This is an optimization exercise on Yosys and OpenROAD, whose aim is small area, a short achievable clock period and few clock cycles, not a production implementation.
At most, simulation tests tie the RTL to the original design; equivalence was not proved.
For run 1, only the layout was checked, not whether the RTL still works.
Power is estimated from default activity; no workload was simulated.

==> flow/design.v <==
module addr_sel (
	input [5:0] addr0,
	input [5:0] addr1,
	output [9:0] sram_raddr_w0,
	output [9:0] sram_raddr_w1,
	output [9:0] sram_raddr_d0,
	output [9:0] sram_raddr_d1
);
assign sram_raddr_w0 = {4'd0, addr0};
assign sram_raddr_d0 = {4'd0, addr0};
assign sram_raddr_w1 = {4'd0, addr1};
assign sram_raddr_d1 = {4'd0, addr1};
endmodule
module quantize (
	input  [8*19-1:0] row_sum,
	output reg [8*16-1:0] quantized_data
);
integer i;
reg [18:0] v;
always @(*) begin
	for (i = 0; i < 8; i = i + 1) begin
		v = row_sum[19*i +: 19];
		if (v[18:15] == 4'b0000 || v[18:15] == 4'b1111)
			quantized_data[16*i +: 16] = v[15:0];
		else
			quantized_data[16*i +: 16] = v[18] ? 16'h8000 : 16'h7fff;
	end
end
endmodule
module systolic (
	input clk,
	input tpu_start,
	input [31:0] sram_rdata_w0,
	input [31:0] sram_rdata_w1,
	input [31:0] sram_rdata_d0,
	input [31:0] sram_rdata_d1,
	output [8*38-1:0] row_acc               
);
reg [7:0] dq [0:7][1:7];                    
reg [7:0] wq [1:7][0:7];                    
reg [7:0] clr [0:7];                        
reg [7:0] sel [0:7];                        
wire [7:0] d0 [0:7];                        
wire [7:0] w0 [0:7];                        
wire [7:0] xin [0:7][0:7];                  
wire [7:0] yin [0:7][0:7];
wire [37:0] acc [0:7][0:7];
integer i, j;
genvar gi, gj;
generate
	for (gi = 0; gi < 4; gi = gi + 1) begin : in
		assign d0[gi]   = sram_rdata_d0[31-8*gi -: 8];
		assign d0[gi+4] = sram_rdata_d1[31-8*gi -: 8];
		assign w0[gi]   = sram_rdata_w0[31-8*gi -: 8];
		assign w0[gi+4] = sram_rdata_w1[31-8*gi -: 8];
	end
endgenerate
always @(posedge clk) begin
	for (i = 0; i < 8; i = i + 1) begin
		dq[i][1] <= ~d0[i];
		wq[1][i] <= ~w0[i];
	end
	for (i = 0; i < 8; i = i + 1)
		if (tpu_start) begin
			clr[i] <= 8'd1 << ((16 - i) % 8);
			sel[i] <= 8'd1 << ((16 - i) % 8);
		end else begin
			clr[i] <= {clr[i][6:0], clr[i][7]};
			sel[i] <= {sel[i][6:0], sel[i][7]};
		end
	for (i = 0; i < 8; i = i + 1)
		for (j = 2; j < 8; j = j + 1) begin
			dq[i][j] <= dq[i][j-1];
			wq[j][i] <= wq[j-1][i];
		end
end
generate
	for (gi = 0; gi < 8; gi = gi + 1) begin : r
		for (gj = 0; gj < 8; gj = gj + 1) begin : c
			if (gj == 0) begin : x0
				assign xin[gi][gj] = d0[gi];
			end else begin : xq
				assign xin[gi][gj] = dq[gi][gj];
			end
			if (gi == 0) begin : y0
				assign yin[gi][gj] = w0[gj];
			end else begin : yq
				assign yin[gi][gj] = wq[gi][gj];
			end
			pe #(.XN(gj != 0), .YN(gi != 0)) pe (
				.clk(clk),
				.clr(clr[gi][gj]),
				.x(xin[gi][gj]),
				.y(yin[gi][gj]),
				.acc(acc[gi][gj])
			);
		end
		reg [37:0] m;
		always @(*) begin
			m = 38'd0;
			for (j = 0; j < 8; j = j + 1)
				m = m | ({38{sel[gi][j]}} & acc[gi][j]);
		end
		assign row_acc[38*gi +: 38] = m;
	end
endgenerate
endmodule
module pe #(
	parameter XN = 0,                       
	parameter YN = 0                        
) (
	input clk,
	input clr,
	input [7:0] x,
	input [7:0] y,
	output [37:0] acc                       
);
reg [18:0] as_q, ac_q;
wire [18:0] ns, nc;
wire [18:0] as_in = clr ? 19'h40800 : as_q;
wire [18:0] ac_in = clr ? 19'h00000 : ac_q;
wire [7:0] xt = XN ? ~x : x;
wire [7:0] yt = YN ? ~y : y;
pe_tree t (.x(xt), .y(yt), .as(as_in), .ac(ac_in), .ns(ns), .nc(nc));
always @(posedge clk) begin
	as_q <= ns;
	ac_q <= nc;
end
assign acc = {ac_q, as_q};
endmodule
module pe_tree (
	input  [7:0]  x,
	input  [7:0]  y,
	input  [18:0] as,
	input  [18:0] ac,
	output [18:0] ns,
	output [18:0] nc
);
wire p0_0, p0_1, p0_2, p0_3, p0_4, p0_5, p0_6, p0_7, p1_0, p1_1, p1_2, p1_3, p1_4, p1_5, p1_6, p1_7, p2_0, p2_1, p2_2, p2_3, p2_4, p2_5, p2_6, p2_7, p3_0, p3_1, p3_2, p3_3, p3_4, p3_5, p3_6, p3_7, p4_0, p4_1, p4_2, p4_3, p4_4, p4_5, p4_6, p4_7, p5_0, p5_1, p5_2, p5_3, p5_4, p5_5, p5_6, p5_7, p6_0, p6_1, p6_2, p6_3, p6_4, p6_5, p6_6, p6_7, p7_0, p7_1, p7_2, p7_3, p7_4, p7_5, p7_6, p7_7, s0, c0, s1, c1, s2, c2, s3, c3, s4, c4, s5, c5, s6, c6, s7, c7, s8, c8, s9, c9, s10, c10, s11, c11, s12, c12, s13, c13, s14, c14, s15, c15, s16, c16, s17, c17, s18, c18, s19, c19, s20, c20, s21, c21, s22, c22, s23, c23, s24, c24, s25, c25, s26, c26, s27, c27, s28, c28, s29, c29, s30, c30, s31, c31, s32, c32, s33, c33, s34, c34, s35, c35, s36, c36, s37, c37, s38, c38, s39, c39, s40, c40, s41, c41, s42, c42, s43, c43, s44, c44, s45, c45, s46, c46, s47, c47, s48, c48, s49, c49, s50, c50, s51, c51, s52, c52, s53, c53, s54, c54, s55, c55, s56, c56, s57, c57, s58, c58, s59, c59, s60, c60, s61, c61, s62, c62, s63, c63, s64, c64, s65, c65, s66, c66, s67, c67, s68, c68, s69, c69, s70, c70, s71, c71, s72, c72, s73, c73, s74, s75, c75, s76, c76, s77;
assign p0_0 = x[0] & y[0];
assign p0_1 = x[0] & y[1];
assign p0_2 = x[0] & y[2];
assign p0_3 = x[0] & y[3];
assign p0_4 = x[0] & y[4];
assign p0_5 = x[0] & y[5];
assign p0_6 = x[0] & y[6];
assign p0_7 = ~(x[0] & y[7]);
assign p1_0 = x[1] & y[0];
assign p1_1 = x[1] & y[1];
assign p1_2 = x[1] & y[2];
assign p1_3 = x[1] & y[3];
assign p1_4 = x[1] & y[4];
assign p1_5 = x[1] & y[5];
assign p1_6 = x[1] & y[6];
assign p1_7 = ~(x[1] & y[7]);
assign p2_0 = x[2] & y[0];
assign p2_1 = x[2] & y[1];
assign p2_2 = x[2] & y[2];
assign p2_3 = x[2] & y[3];
assign p2_4 = x[2] & y[4];
assign p2_5 = x[2] & y[5];
assign p2_6 = x[2] & y[6];
assign p2_7 = ~(x[2] & y[7]);
assign p3_0 = x[3] & y[0];
assign p3_1 = x[3] & y[1];
assign p3_2 = x[3] & y[2];
assign p3_3 = x[3] & y[3];
assign p3_4 = x[3] & y[4];
assign p3_5 = x[3] & y[5];
assign p3_6 = x[3] & y[6];
assign p3_7 = ~(x[3] & y[7]);
assign p4_0 = x[4] & y[0];
assign p4_1 = x[4] & y[1];
assign p4_2 = x[4] & y[2];
assign p4_3 = x[4] & y[3];
assign p4_4 = x[4] & y[4];
assign p4_5 = x[4] & y[5];
assign p4_6 = x[4] & y[6];
assign p4_7 = ~(x[4] & y[7]);
assign p5_0 = x[5] & y[0];
assign p5_1 = x[5] & y[1];
assign p5_2 = x[5] & y[2];
assign p5_3 = x[5] & y[3];
assign p5_4 = x[5] & y[4];
assign p5_5 = x[5] & y[5];
assign p5_6 = x[5] & y[6];
assign p5_7 = ~(x[5] & y[7]);
assign p6_0 = x[6] & y[0];
assign p6_1 = x[6] & y[1];
assign p6_2 = x[6] & y[2];
assign p6_3 = x[6] & y[3];
assign p6_4 = x[6] & y[4];
assign p6_5 = x[6] & y[5];
assign p6_6 = x[6] & y[6];
assign p6_7 = ~(x[6] & y[7]);
assign p7_0 = ~(x[7] & y[0]);
assign p7_1 = ~(x[7] & y[1]);
assign p7_2 = ~(x[7] & y[2]);
assign p7_3 = ~(x[7] & y[3]);
assign p7_4 = ~(x[7] & y[4]);
assign p7_5 = ~(x[7] & y[5]);
assign p7_6 = ~(x[7] & y[6]);
assign p7_7 = x[7] & y[7];
assign s0 = p0_7 ^ p1_6;
assign c0 = p0_7 & p1_6;
assign s1 = p1_7 ^ p2_6;
assign c1 = p1_7 & p2_6;
assign s2 = p0_4 ^ p1_3;
assign c2 = p0_4 & p1_3;
assign s3 = p0_5 ^ p1_4 ^ p2_3;
assign c3 = (p0_5 & p1_4) | (p0_5 & p2_3) | (p1_4 & p2_3);
assign s4 = p3_2 ^ p4_1;
assign c4 = p3_2 & p4_1;
assign s5 = p0_6 ^ p1_5 ^ p2_4;
assign c5 = (p0_6 & p1_5) | (p0_6 & p2_4) | (p1_5 & p2_4);
assign s6 = p3_3 ^ p4_2 ^ p5_1;
assign c6 = (p3_3 & p4_2) | (p3_3 & p5_1) | (p4_2 & p5_1);
assign s7 = p6_0 ^ as[6];
assign c7 = p6_0 & as[6];
assign s8 = s0 ^ p2_5 ^ p3_4;
assign c8 = (s0 & p2_5) | (s0 & p3_4) | (p2_5 & p3_4);
assign s9 = p4_3 ^ p5_2 ^ p6_1;
assign c9 = (p4_3 & p5_2) | (p4_3 & p6_1) | (p5_2 & p6_1);
assign s10 = p7_0 ^ as[7] ^ ac[7];
assign c10 = (p7_0 & as[7]) | (p7_0 & ac[7]) | (as[7] & ac[7]);
assign s11 = s1 ^ p3_5 ^ p4_4;
assign c11 = (s1 & p3_5) | (s1 & p4_4) | (p3_5 & p4_4);
assign s12 = p5_3 ^ p6_2 ^ p7_1;
assign c12 = (p5_3 & p6_2) | (p5_3 & p7_1) | (p6_2 & p7_1);
assign s13 = as[8] ^ ac[8] ^ c0;
assign c13 = (as[8] & ac[8]) | (as[8] & c0) | (ac[8] & c0);
assign s14 = p2_7 ^ p3_6 ^ p4_5;
assign c14 = (p2_7 & p3_6) | (p2_7 & p4_5) | (p3_6 & p4_5);
assign s15 = p5_4 ^ p6_3 ^ p7_2;
assign c15 = (p5_4 & p6_3) | (p5_4 & p7_2) | (p6_3 & p7_2);
assign s16 = as[9] ^ ac[9] ^ c1;
assign c16 = (as[9] & ac[9]) | (as[9] & c1) | (ac[9] & c1);
assign s17 = p3_7 ^ p4_6 ^ p5_5;
assign c17 = (p3_7 & p4_6) | (p3_7 & p5_5) | (p4_6 & p5_5);
assign s18 = p6_4 ^ p7_3 ^ as[10];
assign c18 = (p6_4 & p7_3) | (p6_4 & as[10]) | (p7_3 & as[10]);
assign s19 = p4_7 ^ p5_6 ^ p6_5;
assign c19 = (p4_7 & p5_6) | (p4_7 & p6_5) | (p5_6 & p6_5);
assign s20 = p0_2 ^ p1_1;
assign c20 = p0_2 & p1_1;
assign s21 = p0_3 ^ p1_2 ^ p2_1;
assign c21 = (p0_3 & p1_2) | (p0_3 & p2_1) | (p1_2 & p2_1);
assign s22 = p3_0 ^ as[3];
assign c22 = p3_0 & as[3];
assign s23 = s2 ^ p2_2 ^ p3_1;
assign c23 = (s2 & p2_2) | (s2 & p3_1) | (p2_2 & p3_1);
assign s24 = p4_0 ^ as[4] ^ ac[4];
assign c24 = (p4_0 & as[4]) | (p4_0 & ac[4]) | (as[4] & ac[4]);
assign s25 = s3 ^ s4 ^ p5_0;
assign c25 = (s3 & s4) | (s3 & p5_0) | (s4 & p5_0);
assign s26 = as[5] ^ ac[5] ^ c2;
assign c26 = (as[5] & ac[5]) | (as[5] & c2) | (ac[5] & c2);
assign s27 = s5 ^ s6 ^ s7;
assign c27 = (s5 & s6) | (s5 & s7) | (s6 & s7);
assign s28 = ac[6] ^ c3 ^ c4;
assign c28 = (ac[6] & c3) | (ac[6] & c4) | (c3 & c4);
assign s29 = s8 ^ s9 ^ s10;
assign c29 = (s8 & s9) | (s8 & s10) | (s9 & s10);
assign s30 = c5 ^ c6 ^ c7;
assign c30 = (c5 & c6) | (c5 & c7) | (c6 & c7);
assign s31 = s11 ^ s12 ^ s13;
assign c31 = (s11 & s12) | (s11 & s13) | (s12 & s13);
assign s32 = c8 ^ c9 ^ c10;
assign c32 = (c8 & c9) | (c8 & c10) | (c9 & c10);
assign s33 = s14 ^ s15 ^ s16;
assign c33 = (s14 & s15) | (s14 & s16) | (s15 & s16);
assign s34 = c11 ^ c12 ^ c13;
assign c34 = (c11 & c12) | (c11 & c13) | (c12 & c13);
assign s35 = s17 ^ s18 ^ ac[10];
assign c35 = (s17 & s18) | (s17 & ac[10]) | (s18 & ac[10]);
assign s36 = c14 ^ c15 ^ c16;
assign c36 = (c14 & c15) | (c14 & c16) | (c15 & c16);
assign s37 = s19 ^ p7_4 ^ as[11];
assign c37 = (s19 & p7_4) | (s19 & as[11]) | (p7_4 & as[11]);
assign s38 = ac[11] ^ c17 ^ c18;
assign c38 = (ac[11] & c17) | (ac[11] & c18) | (c17 & c18);
assign s39 = p5_7 ^ p6_6 ^ p7_5;
assign c39 = (p5_7 & p6_6) | (p5_7 & p7_5) | (p6_6 & p7_5);
assign s40 = as[12] ^ ac[12] ^ c19;
assign c40 = (as[12] & ac[12]) | (as[12] & c19) | (ac[12] & c19);
assign s41 = p6_7 ^ p7_6 ^ as[13];
assign c41 = (p6_7 & p7_6) | (p6_7 & as[13]) | (p7_6 & as[13]);
assign s42 = p0_1 ^ p1_0;
assign c42 = p0_1 & p1_0;
assign s43 = s20 ^ p2_0 ^ as[2];
assign c43 = (s20 & p2_0) | (s20 & as[2]) | (p2_0 & as[2]);
assign s44 = s21 ^ s22 ^ ac[3];
assign c44 = (s21 & s22) | (s21 & ac[3]) | (s22 & ac[3]);
assign s45 = s23 ^ s24 ^ c21;
assign c45 = (s23 & s24) | (s23 & c21) | (s24 & c21);
assign s46 = s25 ^ s26 ^ c23;
assign c46 = (s25 & s26) | (s25 & c23) | (s26 & c23);
assign s47 = s27 ^ s28 ^ c25;
assign c47 = (s27 & s28) | (s27 & c25) | (s28 & c25);
assign s48 = s29 ^ s30 ^ c27;
assign c48 = (s29 & s30) | (s29 & c27) | (s30 & c27);
assign s49 = s31 ^ s32 ^ c29;
assign c49 = (s31 & s32) | (s31 & c29) | (s32 & c29);
assign s50 = s33 ^ s34 ^ c31;
assign c50 = (s33 & s34) | (s33 & c31) | (s34 & c31);
assign s51 = s35 ^ s36 ^ c33;
assign c51 = (s35 & s36) | (s35 & c33) | (s36 & c33);
assign s52 = s37 ^ s38 ^ c35;
assign c52 = (s37 & s38) | (s37 & c35) | (s38 & c35);
assign s53 = s39 ^ s40 ^ c37;
assign c53 = (s39 & s40) | (s39 & c37) | (s40 & c37);
assign s54 = s41 ^ ac[13] ^ c39;
assign c54 = (s41 & ac[13]) | (s41 & c39) | (ac[13] & c39);
assign s55 = p7_7 ^ as[14] ^ ac[14];
assign c55 = (p7_7 & as[14]) | (p7_7 & ac[14]) | (as[14] & ac[14]);
assign s56 = p0_0 ^ as[0] ^ ac[0];
assign c56 = (p0_0 & as[0]) | (p0_0 & ac[0]) | (as[0] & ac[0]);
assign s57 = s42 ^ as[1] ^ ac[1];
assign c57 = (s42 & as[1]) | (s42 & ac[1]) | (as[1] & ac[1]);
assign s58 = s43 ^ ac[2] ^ c42;
assign c58 = (s43 & ac[2]) | (s43 & c42) | (ac[2] & c42);
assign s59 = s44 ^ c20 ^ c43;
assign c59 = (s44 & c20) | (s44 & c43) | (c20 & c43);
assign s60 = s45 ^ c22 ^ c44;
assign c60 = (s45 & c22) | (s45 & c44) | (c22 & c44);
assign s61 = s46 ^ c24 ^ c45;
assign c61 = (s46 & c24) | (s46 & c45) | (c24 & c45);
assign s62 = s47 ^ c26 ^ c46;
assign c62 = (s47 & c26) | (s47 & c46) | (c26 & c46);
assign s63 = s48 ^ c28 ^ c47;
assign c63 = (s48 & c28) | (s48 & c47) | (c28 & c47);
assign s64 = s49 ^ c30 ^ c48;
assign c64 = (s49 & c30) | (s49 & c48) | (c30 & c48);
assign s65 = s50 ^ c32 ^ c49;
assign c65 = (s50 & c32) | (s50 & c49) | (c32 & c49);
assign s66 = s51 ^ c34 ^ c50;
assign c66 = (s51 & c34) | (s51 & c50) | (c34 & c50);
assign s67 = s52 ^ c36 ^ c51;
assign c67 = (s52 & c36) | (s52 & c51) | (c36 & c51);
assign s68 = s53 ^ c38 ^ c52;
assign c68 = (s53 & c38) | (s53 & c52) | (c38 & c52);
assign s69 = s54 ^ c40 ^ c53;
assign c69 = (s54 & c40) | (s54 & c53) | (c40 & c53);
assign s70 = s55 ^ c41 ^ c54;
assign c70 = (s55 & c41) | (s55 & c54) | (c41 & c54);
assign s71 = as[15] ^ ac[15] ^ c55;
assign c71 = (as[15] & ac[15]) | (as[15] & c55) | (ac[15] & c55);
assign s72 = as[16] ^ ac[16];
assign c72 = as[16] & ac[16];
assign s73 = as[17] ^ ac[17];
assign c73 = as[17] & ac[17];
assign s74 = as[18] ^ ac[18];
assign s75 = s72 ^ c71;
assign c75 = s72 & c71;
assign s76 = s73 ^ c72 ^ c75;
assign c76 = (s73 & c72) | (s73 & c75) | (c72 & c75);
assign s77 = s74 ^ c73 ^ c76;
assign ns[0] = s56;
assign nc[0] = 1'b0;
assign ns[1] = s57;
assign nc[1] = c56;
assign ns[2] = s58;
assign nc[2] = c57;
assign ns[3] = s59;
assign nc[3] = c58;
assign ns[4] = s60;
assign nc[4] = c59;
assign ns[5] = s61;
assign nc[5] = c60;
assign ns[6] = s62;
assign nc[6] = c61;
assign ns[7] = s63;
assign nc[7] = c62;
assign ns[8] = s64;
assign nc[8] = c63;
assign ns[9] = s65;
assign nc[9] = c64;
assign ns[10] = s66;
assign nc[10] = c65;
assign ns[11] = s67;
assign nc[11] = c66;
assign ns[12] = s68;
assign nc[12] = c67;
assign ns[13] = s69;
assign nc[13] = c68;
assign ns[14] = s70;
assign nc[14] = c69;
assign ns[15] = s71;
assign nc[15] = c70;
assign ns[16] = s75;
assign nc[16] = 1'b0;
assign ns[17] = s76;
assign nc[17] = 1'b0;
assign ns[18] = s77;
assign nc[18] = 1'b0;
endmodule
module systolic_controll (
	input clk,
	input srstn,
	input tpu_start,
	output reg [5:0] addr0,                 
	output reg [5:0] addr1,                 
	output go,
	output reg [7:0] kn_oh,                 
	output reg [7:0] kn_le,                 
	output reg [2:0] kn,
	output reg ph,                          
	output reg [2:0] wr_new,                
	output reg [2:0] wr_old,                
	output reg tpu_done
);
reg running;
reg [5:0] u;
wire last = (u == 6'd30);
assign go = running | tpu_start;
wire step = go & ~last;
wire [5:0] u_nx = step ? u + 6'd1 : 6'd54;
wire new_nx = running && u_nx <= 6'd23;
wire old_nx = running && u_nx >= 6'd8 && u_nx <= 6'd30 && u_nx[2:0] != 3'd7;
always @(posedge clk) begin
	if (~srstn) begin
		addr0 <= 6'd0;
		addr1 <= 6'd60;
		u <= 6'd54;
		running <= 1'b0;
		tpu_done <= 1'b0;
		wr_new <= 3'd0;
		wr_old <= 3'd0;
	end else begin
		addr0 <= u_nx + 6'd10;
		addr1 <= u_nx + 6'd6;
		u <= u_nx;
		running <= step;
		tpu_done <= running & last;
		wr_new <= new_nx ? (3'b001 << u_nx[4:3]) : 3'b000;
		wr_old <= old_nx ? (3'b001 << (u_nx[4:3] - 2'd1)) : 3'b000;
	end
	kn <= u_nx[2:0];
	ph <= u_nx[3];
	kn_oh <= 8'd1 << u_nx[2:0];
	kn_le <= 8'hff >> (3'd7 - u_nx[2:0]);
end
endmodule
module write_out (
	input clk,
	input srstn,
	input [8*38-1:0] row_acc,               
	input [7:0] kn_oh,                      
	input [7:0] kn_le,                      
	input [2:0] wr_new,                     
	input [2:0] wr_old,                     
	input [2:0] kn,
	input ph,                               
	output sram_write_enable_a0,
	output [127:0] sram_wdata_a,
	output [5:0] sram_waddr_a,
	output sram_write_enable_b0,
	output [127:0] sram_wdata_b,
	output [5:0] sram_waddr_b,
	output sram_write_enable_c0,
	output [127:0] sram_wdata_c,
	output [5:0] sram_waddr_c
);
reg [8*14-1:0] r_lo;                        
reg [8*6-1:0] r_hi;                         
reg [8*19-1:0] r;                           
wire [8*16-1:0] q;
reg [127:0] x_q, y_q;
reg [2:0] we_q, old_q;
reg [2:0] ka_q, kb_q, kc_q;                 
reg [127:0] nw, ow;
integer i, k;
quantize quantize (.row_sum(r), .quantized_data(q));
always @(*)
	for (i = 0; i < 8; i = i + 1)
		r[19*i +: 19] = {r_hi[6*i +: 6] + r_lo[14*i+13], r_lo[14*i +: 13]};
always @(*) begin
	for (i = 0; i < 8; i = i + 1)
		nw[16*(7-i) +: 16] = kn_le[i] ? q[16*i +: 16] : 16'd0;
	for (k = 0; k < 8; k = k + 1) begin
		ow[16*k +: 16] = 16'd0;
		for (i = 8 - k; i < 8; i = i + 1)
			ow[16*k +: 16] = ow[16*k +: 16] | ({16{kn_oh[i+k-8]}} & q[16*i +: 16]);
	end
end
always @(posedge clk) begin
	for (i = 0; i < 8; i = i + 1) begin
		r_lo[14*i +: 14] <= row_acc[38*i +: 13] + row_acc[38*i+19 +: 13];
		r_hi[6*i +: 6] <= row_acc[38*i+13 +: 6] + row_acc[38*i+32 +: 6];
	end
	x_q <= ph ? ow : nw;
	y_q <= ph ? nw : ow;
	old_q <= wr_old;
	if (wr_new[0] | wr_old[0]) ka_q <= kn;
	if (wr_new[1] | wr_old[1]) kb_q <= kn;
	if (wr_new[2] | wr_old[2]) kc_q <= kn;
	if (~srstn)
		we_q <= 3'b111;
	else
		we_q <= ~(wr_new | wr_old);
end
assign sram_write_enable_a0 = we_q[0];
assign sram_write_enable_b0 = we_q[1];
assign sram_write_enable_c0 = we_q[2];
assign sram_wdata_a = x_q;
assign sram_wdata_b = y_q;
assign sram_wdata_c = x_q;
assign sram_waddr_a = {2'b00, old_q[0], ka_q};
assign sram_waddr_b = {2'b00, old_q[1], kb_q};
assign sram_waddr_c = {2'b00, old_q[2], kc_q};
endmodule
module tpu_top#(
	parameter ARRAY_SIZE = 8,
	parameter SRAM_DATA_WIDTH = 32,
	parameter DATA_WIDTH = 8,
	parameter OUTPUT_DATA_WIDTH = 16
)
(
	input clk,
	input srstn,
	input tpu_start,
	input [SRAM_DATA_WIDTH-1:0] sram_rdata_w0,
	input [SRAM_DATA_WIDTH-1:0] sram_rdata_w1,
	input [SRAM_DATA_WIDTH-1:0] sram_rdata_d0,
	input [SRAM_DATA_WIDTH-1:0] sram_rdata_d1,
	output [9:0] sram_raddr_w0,
	output [9:0] sram_raddr_w1,
	output [9:0] sram_raddr_d0,
	output [9:0] sram_raddr_d1,
	output sram_write_enable_a0,
	output [ARRAY_SIZE*OUTPUT_DATA_WIDTH-1:0] sram_wdata_a,
	output [5:0] sram_waddr_a,
	output sram_write_enable_b0,
	output [ARRAY_SIZE*OUTPUT_DATA_WIDTH-1:0] sram_wdata_b,
	output [5:0] sram_waddr_b,
	output sram_write_enable_c0,
	output [ARRAY_SIZE*OUTPUT_DATA_WIDTH-1:0] sram_wdata_c,
	output [5:0] sram_waddr_c,
	output tpu_done
);
wire [5:0] addr0, addr1;
wire go, ph;
wire [7:0] kn_oh, kn_le;
wire [2:0] kn, wr_new, wr_old;
wire [8*38-1:0] row_acc;
systolic_controll systolic_controll (
	.clk(clk), .srstn(srstn), .tpu_start(tpu_start),
	.addr0(addr0), .addr1(addr1), .go(go), .kn_oh(kn_oh), .kn_le(kn_le), .kn(kn), .ph(ph),
	.wr_new(wr_new), .wr_old(wr_old), .tpu_done(tpu_done)
);
addr_sel addr_sel (
	.addr0(addr0), .addr1(addr1),
	.sram_raddr_w0(sram_raddr_w0), .sram_raddr_w1(sram_raddr_w1),
	.sram_raddr_d0(sram_raddr_d0), .sram_raddr_d1(sram_raddr_d1)
);
systolic systolic (
	.clk(clk), .tpu_start(tpu_start),
	.sram_rdata_w0(sram_rdata_w0), .sram_rdata_w1(sram_rdata_w1),
	.sram_rdata_d0(sram_rdata_d0), .sram_rdata_d1(sram_rdata_d1),
	.row_acc(row_acc)
);
write_out write_out (
	.clk(clk), .srstn(srstn), .row_acc(row_acc),
	.kn_oh(kn_oh), .kn_le(kn_le), .wr_new(wr_new), .wr_old(wr_old), .kn(kn), .ph(ph),
	.sram_write_enable_a0(sram_write_enable_a0), .sram_wdata_a(sram_wdata_a), .sram_waddr_a(sram_waddr_a),
	.sram_write_enable_b0(sram_write_enable_b0), .sram_wdata_b(sram_wdata_b), .sram_waddr_b(sram_waddr_b),
	.sram_write_enable_c0(sram_write_enable_c0), .sram_wdata_c(sram_wdata_c), .sram_waddr_c(sram_waddr_c)
);
endmodule
==> flow/flow/run.sh <==
#!/bin/bash
# The standard layout (standard.sh) with these changes:
#  - synthesis by flow/synth_noabc.tcl (the standard script, but the full
#    adders of the RTL are extracted before any ABC pass; see that file);
#  - pin placement keeps the pins of sram_wdata_a and sram_wdata_c, which
#    share their registers, next to each other (flow/io.tcl);
#  - port buffers are buf_4 (instead of the smallest-drive default);
set -euo pipefail
bash standard.sh SYNTH_SCRIPT="$PWD/flow/synth_noabc.tcl" IO_CONSTRAINTS="$PWD/flow/io.tcl" BUFFER_PORTS_ARGS="-buffer_cell sky130_fd_sc_hd__buf_4" SETUP_SLACK_MARGIN=5.5 finish > make_finish.log 2>&1
==> flow/flow/io.tcl <==
# Memories A and C take their write data from the same register (they are
# never written in the same cycle): keep each bit's two pins side by side.
for {set k 0} {$k < 128} {incr k} {
  set_io_pin_constraint -group -order -pin_names [list "sram_wdata_a\[$k\]" "sram_wdata_c\[$k\]"]
}
==> flow/flow/synth_noabc.tcl <==
# synth_recipe.tcl with one change: Yosys's synth runs its fine stage without
# its internal "abc -fast", so that ORFS's extract_fa sees the full adders as
# written in the RTL (abc -fast re-encodes their XORs with mixed polarities,
# which leaves inverters between the adder cells). Everything else, including
# the registers, is the standard synthesis.
proc synth {args} {
  if {[lsearch -exact $args "fine:"] >= 0} {
    yosys synth -nofsm -noshare -noabc {*}$args
  } else {
    yosys synth -nofsm -noshare {*}$args
  }
}
source $::env(SCRIPTS_DIR)/synth.tcl
# left out here: clear keep_hierarchy, flatten, clean up, hide names made inside functions, write 1_2_yosys.v
==> flow/standard.sh <==
#!/bin/bash
# synth_recipe.tcl (not shown) runs the flow's synth.tcl, then flattens the netlist and writes it again
# the make line also repeats each setting of config.mk as NAME=value (left out here)
make -C /OpenROAD-flow-scripts/flow DESIGN_CONFIG=/design/flow/config.mk WORK_HOME=/design/flow/orfs CLKGATE_MAP_FILE= SYNTH_SCRIPT=/design/flow/synth_recipe.tcl "${@:-finish}"
==> flow/config.mk <==
export PLATFORM = sky130hd
export DESIGN_NAME = tpu_top
export DESIGN_NICKNAME = tpu_top
export VERILOG_FILES = /design/flow/design.v
export SDC_FILE = /design/flow/constraint.sdc
export NUM_CORES = 8
export LEC_CHECK = 0
export ABC_CLOCK_PERIOD_IN_PS = 3500
export CAP_MARGIN = 35
export CORE_MARGIN = 2
export CORE_UTILIZATION = 60
export CTS_CLUSTER_DIAMETER = 100
export CTS_CLUSTER_SIZE = 25
export SETUP_SLACK_MARGIN = 5
export SLEW_MARGIN = 20
==> flow/constraint.sdc <==
create_clock -name core_clock -period 9.0 [get_ports {clk}]
set_input_delay 1.8000 -clock core_clock [delete_from_list [all_inputs] [get_ports {clk}]]
set_output_delay 1.8000 -clock core_clock [all_outputs]
set_load 0.01 [all_outputs]
==> results of run 1 <==
## cell usage after synthesis (9+ instances only)
cell / n
a22oi_1: 1124
a21boi_0: 11
nand2_1: 184
nor3_1: 48
buf_1: 11
nor2b_1: 1913
or2_2: 719
and3_1: 40
xnor2_1: 145
xor2_1: 49
inv_1: 1329
mux2i_1: 58
a2bb2oi_1: 22
o21a_1: 49
clkbuf_1: 1057
ha_1: 848
o221ai_1: 23
a211oi_1: 11
o2bb2ai_1: 27
a22o_1: 27
nand2b_1: 459
mux2_2: 58
a221oi_1: 19
dfxtp_1: 3662
clkinv_1: 66
fa_1: 4048
a31oi_1: 17
a21o_1: 47
a2111oi_0: 11
edfxtp_1: 9
nand3_1: 104
o22ai_1: 40
and2_1: 44
a211o_1: 13
a222oi_1: 10
a21oi_1: 203
and4_1: 15
nor2_1: 3491
o21bai_1: 20
nand4_1: 273
o21ai_0: 153
nor4_1: 12
buf_2: 19
buf_4: 167
## repair_timing
item,CTS,global route
gates resized for setup,137,77
buffers inserted,12,10
gates cloned,0,1
setup endpoints to repair,244,179
pin swaps,7,12
## path summary, 6_finish.rpt
path | start | end | slack (ns) | depth (start not counted)
hold / removal | systolic_controll.wr_old[0]$_SDFF_PP0_ | write_out.old_q[0]$_DFF_P_ | 0.34 | 0
setup reg to reg | write_out.r_hi[30]$_DFF_P_ | write_out.x_q[43]$_DFF_P_ | 5.27 | 9
hold reg to reg | systolic_controll.wr_old[0]$_SDFF_PP0_ | write_out.old_q[0]$_DFF_P_ | 0.34 | 0
setup / recovery | write_out.r_hi[30]$_DFF_P_ | write_out.x_q[43]$_DFF_P_ | 5.27 | 9
## final cells by class
type,instances,share of cell area
multi-input combinational,14500,0.599
timing repair buffer,887,0.0285
antenna,72,0.000733
tap,5016,0.0255
clock inverter,43,0.00230
inverter,1395,0.0251
sequential,3671,0.300
clock buffer,206,0.0194
## kinds of logic after synthesis
family / count (synthesis) / synth area share
AOI/OAI and AO/OA: 1910 / 0.0599
xor gates and xnor gates: 194 / 0.00742
adders and majority gates: 4896 / 0.400
buffers and inverters: 2650 / 0.0463
DFF: 3671 / 0.321
muxes: 116 / 0.00539
other: 1 / 0.0000164
and+or+nand+nor: 7325 / 0.160
## metrics by stage
stage	hold WS (ns)	area (um2)	total power (uW)
detailed placement	0.331	239000	71600
CTS	0.348	245000	81900
floorplan	0.323	232000	55100
finish	0.344	246000	82700
global route	0.352	246000	89300
global placement	0.331	239000	70000
## power breakdown
group / leakage (uW) / internal, uW / switching, uW
clock network: 0.00262 / 4040 / 5830
logic: 0.0741 / 19100 / 23600
registers: 0.0308 / 23000 / 7240
## flip-flops by register name, indices dropped and copies added, names as in the netlist, 48 cells and up
register,cells
write_out.r_lo,112
systolic.wq,448
write_out.x_q,128
write_out.r_hi,48
write_out.y_q,128
systolic.sel,64
systolic.r.c.pe.as_q,1216
systolic.clr,64
systolic.r.c.pe.ac_q,960
systolic.dq,448
## routing by layer
layer	global-route usage	wire [um]
met1	0.559	309000
met4	0.341	82900
met3	0.117	87800
met5	0.000247	397
met2	0.626	354000
## worst max-delay path: cells and delay by family (launching register included)
family,cells,cell delay (ns)
adders and majority gates,2,0.51
and+or+nand+nor,2,0.56
AOI/OAI and AO/OA,4,1.80
DFF,1,0.32
buffers and inverters,1,0.32
==> results.sh, run 1 <==
export IMPL_grt_first_pass_wirelength_mm=1200
export IMPL_clk_path_buf_depth=4
export IMPL_synth_cells=20800
export IMPL_grt_pass1_vias=165000
export IMPL_required_ns=9.78
export IMPL_fmax_ghz=0.268
export IMPL_syn_area_mm2=0.229
export IMPL_period_share=0.414
export IMPL_drt_initial_drc_count=17700
export IMPL_seq_area_mm2=0.0737
export IMPL_overflow=0
export IMPL_vias=158000
export IMPL_synth_area_leader_cell="fa_1"
export IMPL_die_w_um=622
export IMPL_outcome="timing/DRC/antenna clean"
export IMPL_yosysWarnings=16
export IMPL_cp_arrival_ns=4.51
export IMPL_first_pass_iters=13
export IMPL_p_leak_uw=0.108
export IMPL_yosys_area_top_type_share=0.354
export IMPL_final_common_cell="fa_1"
export IMPL_rsz0062_at_grt="true"
export IMPL_nets=25600
export IMPL_synth_main_ff_cell="dfxtp_1"
export IMPL_fin_ws_ns=5.27
export IMPL_vias_per_cell=6.14
export IMPL_layout_common_cells="fa_1 (3857), dfxtp_1 (3607), nor2_1 (3314), nor2b_1 (1913), inv_1 (1264)"
export IMPL_crit_type="flop to flop"
export IMPL_maxCapViolations=0
export IMPL_fp_dieH_um=622
export IMPL_synthArstFlopShare=0
export IMPL_fin_util=0.648
export IMPL_synth_seq_area_share=0.321
export IMPL_numPlacedInstances=25400
export IMPL_synth_cell_types=85
export IMPL_avgSynthCellArea_um2=11.0
export IMPL_slew_viol_final=0
export IMPL_tns_ns=0
export IMPL_portBuffers=554
export IMPL_routed_wl_mm=834
export IMPL_end_kind="flop"
export IMPL_hpwlAfterDp_mm=667
export IMPL_grt_max_degree=126
export IMPL_place_gp_congestion=1.06
export IMPL_cts_root_buffer="clkbuf_16"
export IMPL_synth_edff_count=9
export IMPL_skew_ns=0.0413
export IMPL_synth_area_top_cells="fa_1 (35%), dfxtp_1 (32%), nor2_1 (5.7%)"
export IMPL_coreArea_mm2=0.379
export IMPL_io_pins=577
export IMPL_cp_slowest_cell="o21ai_0"
export IMPL_cpPeakStageDelay_ns=0.96
export IMPL_antenna_found_initial=123
export IMPL_maxSlewHeadroom=0.257
export IMPL_htreeDepth=4
export IMPL_gr_usage_all_layers=0.435
export IMPL_cts_sinks=3671
export IMPL_ant_nets=0
export IMPL_multi_input_area_mm2=0.147
export IMPL_die_area_mm2=0.387
export IMPL_ir_drop_mv=0.224
export IMPL_crit_fanout=22
export IMPL_cpMostUsedCell="ha_1"
export IMPL_cts_tree="built"
export IMPL_worstMarginPinSlew_ns=1.10
export IMPL_dp_slack_ns=4.39
export IMPL_final_instance_count_excl_fill=25800
export IMPL_hold_violations=0
export IMPL_wl_per_cell_um=32.4
export IMPL_cts_made_buffers=180
export IMPL_drive_above_1_share=0.127
export IMPL_hold_buffers=0
export IMPL_worstPathCellList="ha_1, ha_1, nand3b_1, a221oi_2, buf_4, a21oi_1, o22ai_1, nand2_1, o21ai_0"
export IMPL_path_clk_slew_ns=0.10
export IMPL_powerDensity_mw_per_mm2=336
export IMPL_clk_latency_ns=0.99
export IMPL_hp_class="flop to flop"
export IMPL_ys_seq_elements=3671
export IMPL_fin_crit_ns=3.73
export IMPL_fill_cells=30200
export IMPL_rows=226
export IMPL_drc=0
export IMPL_syn2layout_area_growth_pct=7.39
export IMPL_setup_viol=0
export IMPL_cp_start_kind="flop"
export IMPL_initial_utilization=0.604
==> run 2: changes to the inputs <==
--- a/flow/design.v
+++ b/flow/design.v
@@ -13,18 +13,13 @@
 endmodule
 module quantize (
-	input  [8*19-1:0] row_sum,
+	input  [8*16-1:0] row_sum,
+	input  [7:0] ov,
+	input  [7:0] sg,
 	output reg [8*16-1:0] quantized_data
 );
 integer i;
-reg [18:0] v;
-always @(*) begin
-	for (i = 0; i < 8; i = i + 1) begin
-		v = row_sum[19*i +: 19];
-		if (v[18:15] == 4'b0000 || v[18:15] == 4'b1111)
-			quantized_data[16*i +: 16] = v[15:0];
-		else
-			quantized_data[16*i +: 16] = v[18] ? 16'h8000 : 16'h7fff;
-	end
-end
+always @(*)
+	for (i = 0; i < 8; i = i + 1)
+		quantized_data[16*i +: 16] = ov[i] ? (sg[i] ? 16'h8000 : 16'h7fff) : row_sum[16*i +: 16];
 endmodule
 module systolic (
@@ -463,6 +458,9 @@
 );
 reg [8*14-1:0] r_lo;                        
-reg [8*6-1:0] r_hi;                         
-reg [8*19-1:0] r;                           
+reg [8*5-1:0] r_h0, r_h1;                   
+reg [5:0] h;
+reg [5:0] h1;
+reg [8*16-1:0] r;                           
+reg [7:0] ov, sg;                           
 wire [8*16-1:0] q;
 reg [127:0] x_q, y_q;
@@ -471,8 +469,10 @@
 reg [127:0] nw, ow;
 integer i, k;
-quantize quantize (.row_sum(r), .quantized_data(q));
+quantize quantize (.row_sum(r), .ov(ov), .sg(sg), .quantized_data(q));
 always @(*)
-	for (i = 0; i < 8; i = i + 1)
-		r[19*i +: 19] = {r_hi[6*i +: 6] + r_lo[14*i+13], r_lo[14*i +: 13]};
+	for (i = 0; i < 8; i = i + 1) begin
+		{ov[i], sg[i], r[16*i+13 +: 3]} = r_lo[14*i+13] ? r_h1[5*i +: 5] : r_h0[5*i +: 5];
+		r[16*i +: 13] = r_lo[14*i +: 13];
+	end
 always @(*) begin
 	for (i = 0; i < 8; i = i + 1)
@@ -487,5 +487,8 @@
 	for (i = 0; i < 8; i = i + 1) begin
 		r_lo[14*i +: 14] <= row_acc[38*i +: 13] + row_acc[38*i+19 +: 13];
-		r_hi[6*i +: 6] <= row_acc[38*i+13 +: 6] + row_acc[38*i+32 +: 6];
+		h = row_acc[38*i+13 +: 6] + row_acc[38*i+32 +: 6];
+		h1 = h + 6'd1;
+		r_h0[5*i +: 5] <= {h[5:2] != 4'b0000 && h[5:2] != 4'b1111, h[5], h[2:0]};
+		r_h1[5*i +: 5] <= {h1[5:2] != 4'b0000 && h1[5:2] != 4'b1111, h1[5], h1[2:0]};
 	end
 	x_q <= ph ? ow : nw;
==> results.sh, run 2 <==
export IMPL_worstMarginPinSlew_ns=1.04
export IMPL_yosysWarnings=16
export IMPL_antenna_found_initial=82
export IMPL_routed_wl_mm=809
export IMPL_clk_latency_ns=0.98
export IMPL_required_ns=9.88
export IMPL_nets=25900
export IMPL_fmax_ghz=0.278
export IMPL_yosys_area_top_type_share=0.352
export IMPL_hp_class="flop to flop"
export IMPL_outcome="timing/DRC/antenna clean"
export IMPL_io_pins=577
export IMPL_drc=0
export IMPL_grt_pass1_vias=165000
export IMPL_avgSynthCellArea_um2=10.9
export IMPL_fin_ws_ns=5.40
export IMPL_rsz0062_at_grt="true"
export IMPL_initial_utilization=0.603
export IMPL_hpwlAfterDp_mm=643
export IMPL_cp_start_kind="flop"
export IMPL_hold_violations=0
export IMPL_synth_cells=21100
export IMPL_netlist_top_cells_count="fa_1 (4048), dfxtp_1 (3694), nor2_1 (3533), nor2b_1 (1936), inv_1 (1347)"
export IMPL_synth_area_top_cells="fa_1 (35%), dfxtp_1 (32%), nor2_1 (5.8%)"
export IMPL_drt_initial_drc_count=17000
export IMPL_route_met3_wl_mm=77.5
export IMPL_p_leak_uw=0.108
export IMPL_ant_nets=0
export IMPL_cts_sinks=3703
export IMPL_fin_crit_ns=3.60
export IMPL_cts_tree="built"
export IMPL_cp_arrival_ns=4.48
export IMPL_gr_usage_all_layers=0.421
export IMPL_grt_first_pass_wirelength_mm=1170
export IMPL_maxCapViolations=0
export IMPL_vias_per_cell=6.06
export IMPL_ys_seq_elements=3703
export IMPL_htreeDepth=4
export IMPL_wl_met1_mm=301
export IMPL_top_layer="met5"
export IMPL_ir_drop_mv=0.308
export IMPL_dp_slack_ns=4.49
export IMPL_vias=158000
export IMPL_grt_max_degree=235
export IMPL_period_share=0.400
export IMPL_cts_made_buffers=182
export IMPL_die_w_um=624
export IMPL_regMostFlops="systolic.r.c.pe.as_q"
export IMPL_first_pass_iters=11
export IMPL_synth_seq_area_share=0.322
export IMPL_setup_viol=0
export IMPL_crit_fanout=6
export IMPL_final_common_cell="fa_1"
export IMPL_overflow=0
export IMPL_place_gp_congestion=1.02
export IMPL_drive_above_1_share=0.132
export IMPL_hold_slack_ns=0.357
export IMPL_met2_length_mm=353
export IMPL_coreArea_mm2=0.382
export IMPL_wl_per_cell_um=31.1
export IMPL_synth_cell_types=77
export IMPL_skew_ns=0.0491
export IMPL_tns_ns=0
export IMPL_top_regs="systolic.r.c.pe.as_q (1216), systolic.r.c.pe.ac_q (960)"
export IMPL_die_area_mm2=0.389
export IMPL_synth_area_leader_cell="fa_1"
export IMPL_synth_main_ff_cell="dfxtp_1"
export IMPL_rows=227
export IMPL_layout_common_cells="fa_1 (3787), dfxtp_1 (3594), nor2_1 (3341), nor2b_1 (1936), inv_1 (1264)"
export IMPL_powerDensity_mw_per_mm2=340
export IMPL_path_clk_slew_ns=0.10
export IMPL_fill_cells=30500
export IMPL_maxSlewHeadroom=0.304
export IMPL_clk_path_buf_depth=4
export IMPL_synth_edff_count=9
export IMPL_crit_type="flop to flop"
export IMPL_syn_area_mm2=0.231
export IMPL_largest_reg_flops=1216
export IMPL_cts_root_buffer="clkbuf_16"
export IMPL_slew_viol_final=0
export IMPL_end_kind="flop"
export IMPL_yosysMostFrequentCell="fa_1"
export IMPL_syn2layout_area_growth_pct=7.56
export IMPL_synthArstFlopShare=0
export IMPL_portBuffers=554
export IMPL_fp_dieH_um=624
run 2: cell types whose count changed after synthesis, sizes merged, moves of 32 or more:
cell,change
nand2,+142
o211ai,+86
o21ai,+65
a22oi,+64
mux2,-53
nor2,+42
o22ai,-39
o21a,-35
dfxtp,+32
run 2: worst max-delay path, stage by stage (launching register included):
cell and delay (ns):
dfxtp_2 0.34, buf_12 0.13, buf_12 0.13, a22oi_2 0.49, nand4_1 0.28, ha_2 0.29, fa_2 0.44, xor2_4 0.16
and3_4 0.20, nor2_1 0.04, nor4_2 0.25, xnor2_1 0.20, inv_1 0.14, and3_4 0.19, o32ai_2 0.22
run 2: timing repair:
item                                    in CTS  in global routing
cloned                                       0                  2
hold endpoints to repair                     0                  0
endpoints found under the setup margin     113                 80
hold buffers                                 0                  0
pin swaps                                   36                 48
buffers inserted                            13                 22
resized for setup                          201                150
run 2: metrics by stage:
stage / utilization / cell area (um2) / std cells / total power [uW]
2_1_floorplan: - / 233000 / 21100 / 56400
3_3_place_gp: 0.629 / 240000 / 25600 / 71600
3_5_place_dp: 0.630 / 241000 / 25700 / 73100
4_1_cts: 0.646 / 247000 / 25900 / 83600
5_1_grt: 0.648 / 248000 / 26000 / 91100
6_report: 0.649 / 248000 / 26000 / 84200
run 2: final timing paths:
kind                                          startpoint  cells past startpoint                          to  slack [ns]
setup / recovery           systolic.sel[6][7]$_SDFF_PP0_                     14  write_out.r_h1[34]$_DFF_P_        5.40
hold reg to reg   systolic_controll.wr_old[1]$_SDFF_PP0_                      0  write_out.old_q[1]$_DFF_P_        0.36
hold / removal    systolic_controll.wr_old[1]$_SDFF_PP0_                      0  write_out.old_q[1]$_DFF_P_        0.36
setup reg to reg           systolic.sel[6][7]$_SDFF_PP0_                     14  write_out.r_h1[34]$_DFF_P_        5.40
run 2: area by class of cell:
| cell class | instances | area [um2] | area share |
|---|---|---|---|
| flip-flops and latches | 3703 | 74500 | 0.300 |
| repair buffers | 884 | 7180 | 0.0290 |
| clock inverters | 42 | 543 | 0.00219 |
| inverters | 1415 | 6260 | 0.0252 |
| well taps | 5038 | 6300 | 0.0254 |
| multi-input cells | 14700 | 148000 | 0.598 |
| clock buffers | 202 | 4820 | 0.0194 |
| diodes | 49 | 123 | 0.000495 |
run 2: cell families after synthesis:
| group | count (synthesis) | share of synthesized area |
|---|---|---|
| and+or+nand+nor | 7512 | 0.161 |
| adders and majority gates | 4889 | 0.397 |
| DFF | 3703 | 0.322 |
| buffers and inverters | 2716 | 0.0474 |
| AOI/OAI and AO/OA | 1984 | 0.0616 |
| xor gates and xnor gates | 198 | 0.00769 |
| muxes | 63 | 0.00281 |
| other | 1 | 0.0000163 |
run 2: layer usage:
| layer | track usage | vias to the layer above |
|---|---|---|
| met4 | 0.321 | 54 |
| met1 | 0.537 | 81200 |
| met5 | 0 | - |
| met3 | 0.101 | 2033 |
| met2 | 0.623 | 8268 |
| li1 | - | 65900 |
run 2: power by group:
part | leakage (uW) | internal (uW) | switching (uW)
clock network | 0.00262 | 4040 | 5920
logic | 0.0741 | 19800 | 24400
registers | 0.0311 | 23300 | 6810
total | 0.108 | 47100 | 37100
Testbench counts of run 2, summed over its fixed seeds: cycles 5,496.
==> run 3: changes to the inputs <==
--- a/flow/flow/run.sh
+++ b/flow/flow/run.sh
@@ -7,3 +7,3 @@
 #  - port buffers are buf_4 (instead of the smallest-drive default);
 set -euo pipefail
-bash standard.sh SYNTH_SCRIPT="$PWD/flow/synth_noabc.tcl" IO_CONSTRAINTS="$PWD/flow/io.tcl" BUFFER_PORTS_ARGS="-buffer_cell sky130_fd_sc_hd__buf_4" SETUP_SLACK_MARGIN=5.5 finish > make_finish.log 2>&1
+bash standard.sh SYNTH_SCRIPT="$PWD/flow/synth_noabc.tcl" IO_CONSTRAINTS="$PWD/flow/io.tcl" BUFFER_PORTS_ARGS="-buffer_cell sky130_fd_sc_hd__buf_4" SETUP_SLACK_MARGIN=5.65 finish > make_finish.log 2>&1
==> results.sh, run 3 <==
export IMPL_cts_root_buffer="clkbuf_16"
export IMPL_routed_wl_mm=818
export IMPL_gr_usage_all_layers=0.423
export IMPL_first_pass_iters=10
export IMPL_layout_common_cells="fa_1 (3739), dfxtp_1 (3453), nor2_1 (3277), nor2b_1 (1936), inv_1 (1247)"
export IMPL_crit_fanout=18
export IMPL_maxSlewHeadroom=0.263
export IMPL_multi_input_area_mm2=0.149
export IMPL_powerDensity_mw_per_mm2=337
export IMPL_cts_sinks=3703
export IMPL_seq_area_mm2=0.0748
export IMPL_cts_made_buffers=183
export IMPL_hp_class="flop to flop"
export IMPL_setup_viol=0
export IMPL_cp_arrival_ns=4.39
export IMPL_largest_reg_flops=1216
export IMPL_io_pins=577
export IMPL_portBuffers=554
export IMPL_grt_max_degree=237
export IMPL_maxCapViolations=0
export IMPL_final_common_cell="fa_1"
export IMPL_fin_ws_ns=5.44
export IMPL_yosys_area_top_type_share=0.352
export IMPL_place_gp_congestion=1.02
export IMPL_drc=0
export IMPL_hpwlAfterDp_mm=642
export IMPL_skew_ns=0.0508
export IMPL_yosysWarnings=16
export IMPL_rows=227
export IMPL_outcome="timing/DRC/antenna clean"
export IMPL_dp_slack_ns=4.33
export IMPL_rsz0062_at_grt="true"
export IMPL_regMostFlops="systolic.r.c.pe.as_q"
export IMPL_drt_initial_drc_count=17200
export IMPL_wl_per_cell_um=31.2
export IMPL_tns_ns=0
export IMPL_top_regs="systolic.r.c.pe.as_q (1216), systolic.r.c.pe.ac_q (960)"
export IMPL_synth_edff_count=9
export IMPL_hold_slack_ns=0.356
export IMPL_grt_first_pass_wirelength_mm=1180
export IMPL_cts_tree="built"
export IMPL_crit_type="flop to flop"
export IMPL_period_share=0.396
export IMPL_nets=26100
export IMPL_clk_path_buf_depth=4
export IMPL_overflow=0
export IMPL_synth_cells=21100
export IMPL_synth_area_leader_cell="fa_1"
export IMPL_fin_util=0.659
export IMPL_netlist_top_cells_count="fa_1 (4048), dfxtp_1 (3694), nor2_1 (3533), nor2b_1 (1936), inv_1 (1347)"
export IMPL_fill_cells=30000
export IMPL_worstMarginPinSlew_ns=1.11
export IMPL_synth_area_top_cells="fa_1 (35%), dfxtp_1 (32%), nor2_1 (5.8%)"
export IMPL_syn_area_mm2=0.231
export IMPL_drive_above_1_share=0.157
export IMPL_path_clk_slew_ns=0.10
export IMPL_slew_viol_final=0
export IMPL_p_leak_uw=0.109
export IMPL_hold_violations=0
export IMPL_die_w_um=624
export IMPL_antenna_found_initial=63
export IMPL_vias=159000
export IMPL_ant_nets=0
export IMPL_synth_cell_types=77
export IMPL_ys_seq_elements=3703
export IMPL_synthArstFlopShare=0
export IMPL_avgSynthCellArea_um2=10.9
export IMPL_yosysMostFrequentCell="fa_1"
export IMPL_htreeDepth=4
export IMPL_required_ns=9.83
export IMPL_grt_pass1_vias=165000
export IMPL_syn2layout_area_growth_pct=9.27
export IMPL_fp_dieH_um=624
export IMPL_fmax_ghz=0.281
export IMPL_ir_drop_mv=0.246
export IMPL_end_kind="flop"
export IMPL_coreArea_mm2=0.382
export IMPL_cp_start_kind="flop"
export IMPL_synth_main_ff_cell="dfxtp_1"
export IMPL_vias_per_cell=6.06
export IMPL_die_area_mm2=0.389
export IMPL_initial_utilization=0.603
export IMPL_synth_seq_area_share=0.322
export IMPL_fin_crit_ns=3.56
export IMPL_clk_latency_ns=0.99
-- run 3: final cells by class --
type	count	share of cell area
diodes	48	0.000477
clock buffers	200	0.0187
clock inverters	47	0.00265
inverters	1415	0.0251
multi-input cells	14700	0.593
flip-flops and latches	3703	0.297
well taps	5038	0.0250
repair buffers	1078	0.0387
-- run 3: power by group --
group          total (uW)  internal [uW]  switching [uW]
clock network        9960           4040            5930
registers           30200          23300            6880
logic               44700          20100           24600
-- run 3: stage by stage --
stage               cells  power [uW]  cell area (um2)
global placement    25700       71600           241000
detailed placement  25700       73100           241000
global route        26200       91800           252000
finish              26200       84800           252000
floorplan           21100       56500           233000
CTS                 26000       83900           249000
-- run 3: path summary, 6_finish.rpt --
check / start / depth (start not counted) / slack, ns / end
setup / recovery: write_out.r_h0[19]$_DFF_P_ / 4 / 5.44 / write_out.y_q[87]$_DFF_P_
hold / removal: systolic_controll.wr_old[0]$_SDFF_PP0_ / 0 / 0.36 / write_out.old_q[0]$_DFF_P_
setup reg to reg: write_out.r_h0[19]$_DFF_P_ / 4 / 5.44 / write_out.y_q[87]$_DFF_P_
hold reg to reg: systolic_controll.wr_old[0]$_SDFF_PP0_ / 0 / 0.36 / write_out.old_q[0]$_DFF_P_
-- run 3: worst max-delay path: stages (launching register included) --
cell,delay [ns]
dfxtp_1,0.58
a32oi_1,0.91
nand2_1,0.64
a221oi_1,1.08
a21oi_1,0.19
-- run 3: per-layer routing --
layer / GRT usage / routed length [um] / vias up
met4: 0.323 / 78500 / 30
li1: - / - / 66300
met1: 0.541 / 303000 / 82000
met5: 0 / 207 / -
met3: 0.105 / 80600 / 2026
met2: 0.622 / 355000 / 8445
-- run 3: timing repair --
item,in CTS,in global routing
pin swaps,81,318
setup endpoints to repair,350,285
hold buffers,0,0
resized for setup,518,471
cloned,6,13
setup buffers,62,144
-- run 3: kinds of logic (layout without fill, tap and decap cells) --
| family | after synthesis | after routing | synth area share |
|---|---|---|---|
| other | 1 | 70 | 0.0000163 |
| muxes | 63 | 63 | 0.00281 |
| and+or+nand+nor | 7512 | 7512 | 0.161 |
| adders and majority gates | 4889 | 4889 | 0.397 |
| AOI/OAI and AO/OA | 1984 | 1984 | 0.0616 |
| xor gates and xnor gates | 198 | 198 | 0.00769 |
| buffers and inverters | 2716 | 2740 | 0.0474 |
| DFF | 3703 | 3703 | 0.322 |

-- static timing again, ports no longer ideal --
The results above use ideal ports. As a check the final layouts listed here were re-extracted and re-timed, cells and wires unchanged.
Step 1 sets driving cells, clkbuf_16 on the clock port and buf_2 on the other inputs (assumed; they add their load-dependent delay and slew).
Step 2 times the ports against the registers' clock, not the clock port: input delays grow and output delays shrink by t, the midpoint of the rising clock arrivals with the driver on.
a / b / c = ideal / step 1 / step 2; a / b = the first two.
| run | t (ns) | setup slack, ns | worst hold slack (ns) |
|---|---|---|---|
| run 1 | 1.099 | 5.272 / 5.272 / 4.440 | 0.344 / 0.344 / 0.344 |
| run 2 | 1.096 | 5.399 / 5.360 / 4.322 | 0.357 / 0.357 / 0.357 |
| run 3 | 1.095 | 5.437 / 5.410 / 4.314 | 0.356 / 0.356 / 0.356 |
After both steps every run listed still meets setup and hold. The setup slack of run 3, which loses most, moves by -0.027 ns with the drivers and by -1.123 ns with both steps.
